What follows belongs to an exercise in optimizing a design on an open flow for small area and a short achievable clock period; a production flow would make more cautious choices.
Only simulation tests tie the RTL to the original design; equivalence was not proved.
No driver is modelled on the clock port, so clock power and skew are understated where the tree is cut down; a real chip needs a root buffer or a tree.
Power figures rest on the tool's default switching activity, not on a simulated workload.

## v49
==> flow/design.v (excerpt) <==
module Apb3UartCtrl (
  input      [4:0]    io_apb_PADDR,
  input      [0:0]    io_apb_PSEL,
  input               io_apb_PENABLE,
  output              io_apb_PREADY,
  input               io_apb_PWRITE,
  input      [31:0]   io_apb_PWDATA,
  output     [31:0]   io_apb_PRDATA,
  output              io_uart_txd,
  input               io_uart_rxd,
  output              io_interrupt,
  input               io_axiClk,
  input               resetCtrl_axiReset
);
Settings: LEC_CHECK=0, CAP_MARGIN=20, CORE_MARGIN=2, CORE_UTILIZATION=40, SLEW_MARGIN=20; clock period 10.0 ns.
standard.sh (not shown) runs the stock make flow with config.mk's settings and CLKGATE_MAP_FILE= SYNTH_SCRIPT=/design/flow/synth_recipe.tcl, a recipe that flattens the netlist after the stock synthesis.
==> flow/flow/run.sh <==
#!/bin/bash
# ORFS layout with the standard synthesis unchanged, except for the clock
# tree: ORFS runs up to placement, flow/cts_step.tcl builds a two-level
# clock tree (port -> 4 clkbuf_16 -> 16 clkbuf_16 -> registers) and repairs
# timing, then ORFS continues with routing and finishing.
# Logs: make_place.log, cts_step.log, make_finish.log (and orfs/logs).
set -euo pipefail
ARGS=(
  "BUFFER_PORTS_ARGS=-buffer_cell sky130_fd_sc_hd__buf_2"
  "SETUP_SLACK_MARGIN=7.2"
  "MATCH_CELL_FOOTPRINT=0"
  "TNS_END_PERCENT=100"
  "CORE_UTILIZATION=60"
)
bash standard.sh "${ARGS[@]}" place > make_place.log 2>&1
MCTS_RESULTS=$PWD/orfs/results/sky130hd/Apb3UartCtrl/base \
MCTS_LEAVES=16 MCTS_MIDS=4 MCTS_SETUP_MARGIN=7.2 \
  openroad -no_init -exit flow/cts_step.tcl > cts_step.log 2>&1
bash standard.sh "${ARGS[@]}" finish > make_finish.log 2>&1
==> flow/flow/cts_step.tcl <==
# Clock tree step run in place of ORFS's CTS step: reads the placed design,
# builds a two-level clkbuf_16 tree (mcts.tcl), legalizes, repairs setup and
# hold as ORFS's CTS step does, and writes the files ORFS's later steps read.
set R $::env(MCTS_RESULTS)
set P $::env(FLOW_HOME)/platforms/sky130hd
read_lef $P/lef/sky130_fd_sc_hd.tlef
read_lef $P/lef/sky130_fd_sc_hd_merged.lef
read_liberty $P/lib/sky130_fd_sc_hd__tt_025C_1v80.lib
read_db $R/3_place.odb
read_sdc $R/3_place.sdc
source $P/setRC.tcl
set_dont_use [get_lib_cells {*probe* *lpflow*}]

source [file dirname [info script]]/mcts.tcl
mcts_build io_axiClk $::env(MCTS_LEAVES) $::env(MCTS_MIDS)

set_placement_padding -global -left 0 -right 0
detailed_placement
set_propagated_clock [all_clocks]
estimate_parasitics -placement
report_clock_latency
report_worst_slack -max
report_worst_slack -min

repair_timing -setup_margin $::env(MCTS_SETUP_MARGIN) -hold_margin 0 \
  -repair_tns 100 -verbose
detailed_placement
check_placement -verbose
estimate_parasitics -placement
report_worst_slack -max
report_worst_slack -min
report_clock_latency

write_db $R/4_1_cts.odb
write_sdc -no_timestamp $R/4_cts.sdc
Other scripts of this flow, unchanged in this note and not shown: flow/flow/mcts.tcl
The flow did not stop early for v49: all stages ran, and the layout cleared the timing, DRC and antenna checks.
Here is what was changed in the inputs of v20 compared with v49.
--- a/flow/flow/run.sh
+++ b/flow/flow/run.sh
@@ -8,12 +8,11 @@
 ARGS=(
   "BUFFER_PORTS_ARGS=-buffer_cell sky130_fd_sc_hd__buf_2"
-  "SETUP_SLACK_MARGIN=7.2"
+  "SETUP_SLACK_MARGIN=7.05"
   "MATCH_CELL_FOOTPRINT=0"
   "TNS_END_PERCENT=100"
-  "CORE_UTILIZATION=60"
 )
 bash standard.sh "${ARGS[@]}" place > make_place.log 2>&1
 MCTS_RESULTS=$PWD/orfs/results/sky130hd/Apb3UartCtrl/base \
-MCTS_LEAVES=16 MCTS_MIDS=4 MCTS_SETUP_MARGIN=7.2 \
+MCTS_LEAVES=16 MCTS_MIDS=4 MCTS_SETUP_MARGIN=7.05 \
   openroad -no_init -exit flow/cts_step.tcl > cts_step.log 2>&1
 bash standard.sh "${ARGS[@]}" finish > make_finish.log 2>&1
## What came out
v20 was carried through to the last stage, and its layout satisfied the timing, DRC and antenna checks. v49 -> v20: number of endpoints failing setup at the final stage flat. Via count on v20 is up relative to v49. Endpoint required time on the critical path, v49 and v20: smaller value in v49. Summary of v20 over v49: met2 global-route usage went down, clock skew went up, HPWL after detailed placement went up, final cell count went up, number of max-cap violations did not really move. Global-route usage (higher): v49. v20: combinational fraction of design power is 0.6 points lower than what v49 reported. Post-synth design cell area: v49 vs v20, no meaningful difference.
Modified inputs, v41 compared to v20
--- a/flow/flow/run.sh
+++ b/flow/flow/run.sh
@@ -8,5 +8,5 @@
 ARGS=(
   "BUFFER_PORTS_ARGS=-buffer_cell sky130_fd_sc_hd__buf_2"
-  "SETUP_SLACK_MARGIN=7.05"
+  "SETUP_SLACK_MARGIN=7.4"
   "MATCH_CELL_FOOTPRINT=0"
   "TNS_END_PERCENT=100"
@@ -14,5 +14,5 @@
 bash standard.sh "${ARGS[@]}" place > make_place.log 2>&1
 MCTS_RESULTS=$PWD/orfs/results/sky130hd/Apb3UartCtrl/base \
-MCTS_LEAVES=16 MCTS_MIDS=4 MCTS_SETUP_MARGIN=7.05 \
+MCTS_LEAVES=16 MCTS_MIDS=4 MCTS_SETUP_MARGIN=7.4 \
   openroad -no_init -exit flow/cts_step.tcl > cts_step.log 2>&1
 bash standard.sh "${ARGS[@]}" finish > make_finish.log 2>&1
Results
- As of v41, area of the multi-input gates had risen by a few percent compared to v20.
- Summary of v41 over v20: static leakage power increased 0.00030 µW; sequential cell count essentially unchanged.
- Re number of flops mapped to enable cells by yosys: no difference whatsoever between v20 and v41.
- Sequential share of layout area ended up 2.9 points lower on v41 than on v20.
Relative to v41, the following input files were edited for v38:
--- a/flow/flow/run.sh
+++ b/flow/flow/run.sh
@@ -8,5 +8,5 @@
 ARGS=(
   "BUFFER_PORTS_ARGS=-buffer_cell sky130_fd_sc_hd__buf_2"
-  "SETUP_SLACK_MARGIN=7.4"
+  "SETUP_SLACK_MARGIN=7.2"
   "MATCH_CELL_FOOTPRINT=0"
   "TNS_END_PERCENT=100"
@@ -14,5 +14,5 @@
 bash standard.sh "${ARGS[@]}" place > make_place.log 2>&1
 MCTS_RESULTS=$PWD/orfs/results/sky130hd/Apb3UartCtrl/base \
-MCTS_LEAVES=16 MCTS_MIDS=4 MCTS_SETUP_MARGIN=7.4 \
+MCTS_LEAVES=16 MCTS_MIDS=4 MCTS_SETUP_MARGIN=7.2 \
   openroad -no_init -exit flow/cts_step.tcl > cts_step.log 2>&1
 bash standard.sh "${ARGS[@]}" finish > make_finish.log 2>&1
==> notes.md <==
- Sequential portion of the cell area in v38 is 2.0 points above v41.
- Comparing v41 with v38, the met3 track demand over resource came out essentially unchanged.
- Of v38 and v41, it is v38 that has the lower share of layout cells above drive strength 1.
No run of this note takes its clock network from TritonCTS; it comes from the design's own scripts or RTL.

==> what the ideal ports hide <==
How much do the figures lean on ideal ports? The routed layouts below were timed once more, with nothing changed but the port constraints. Step 1 sets driving cells, clkbuf_16 on the clock port and buf_2 on the other inputs (assumed; they add their load-dependent delay and slew). Step 2 times the ports against the registers' clock, not the clock port: input delays grow and output delays shrink by t, the midpoint of the rising clock arrivals with the driver on. Three values: ideal ports, drivers, drivers and shift; two values: the first two.
run	t (ns)	setup slack, ns	hold WS [ns]	worst register clock-pin slew, ns	pins driven straight from the clock port
v49	0.436	7.054 / 7.029 / 6.675	0.404 / 0.404 / 0.404	0.11 / 0.11	4
v20	0.445	7.025 / 6.954 / 6.585	0.362 / 0.362 / 0.362	0.11 / 0.11	4
v41	0.421	7.004 / 7.008 / 6.587	0.367 / 0.367 / 0.367	0.11 / 0.11	4
v38	0.442	7.078 / 6.970 / 6.681	0.358 / 0.358 / 0.358	0.11 / 0.11	4
After both steps setup and hold are still met in every run listed. For v20, which loses most, drivers alone change the setup slack by -0.071 ns; drivers and shift together by -0.440 ns.
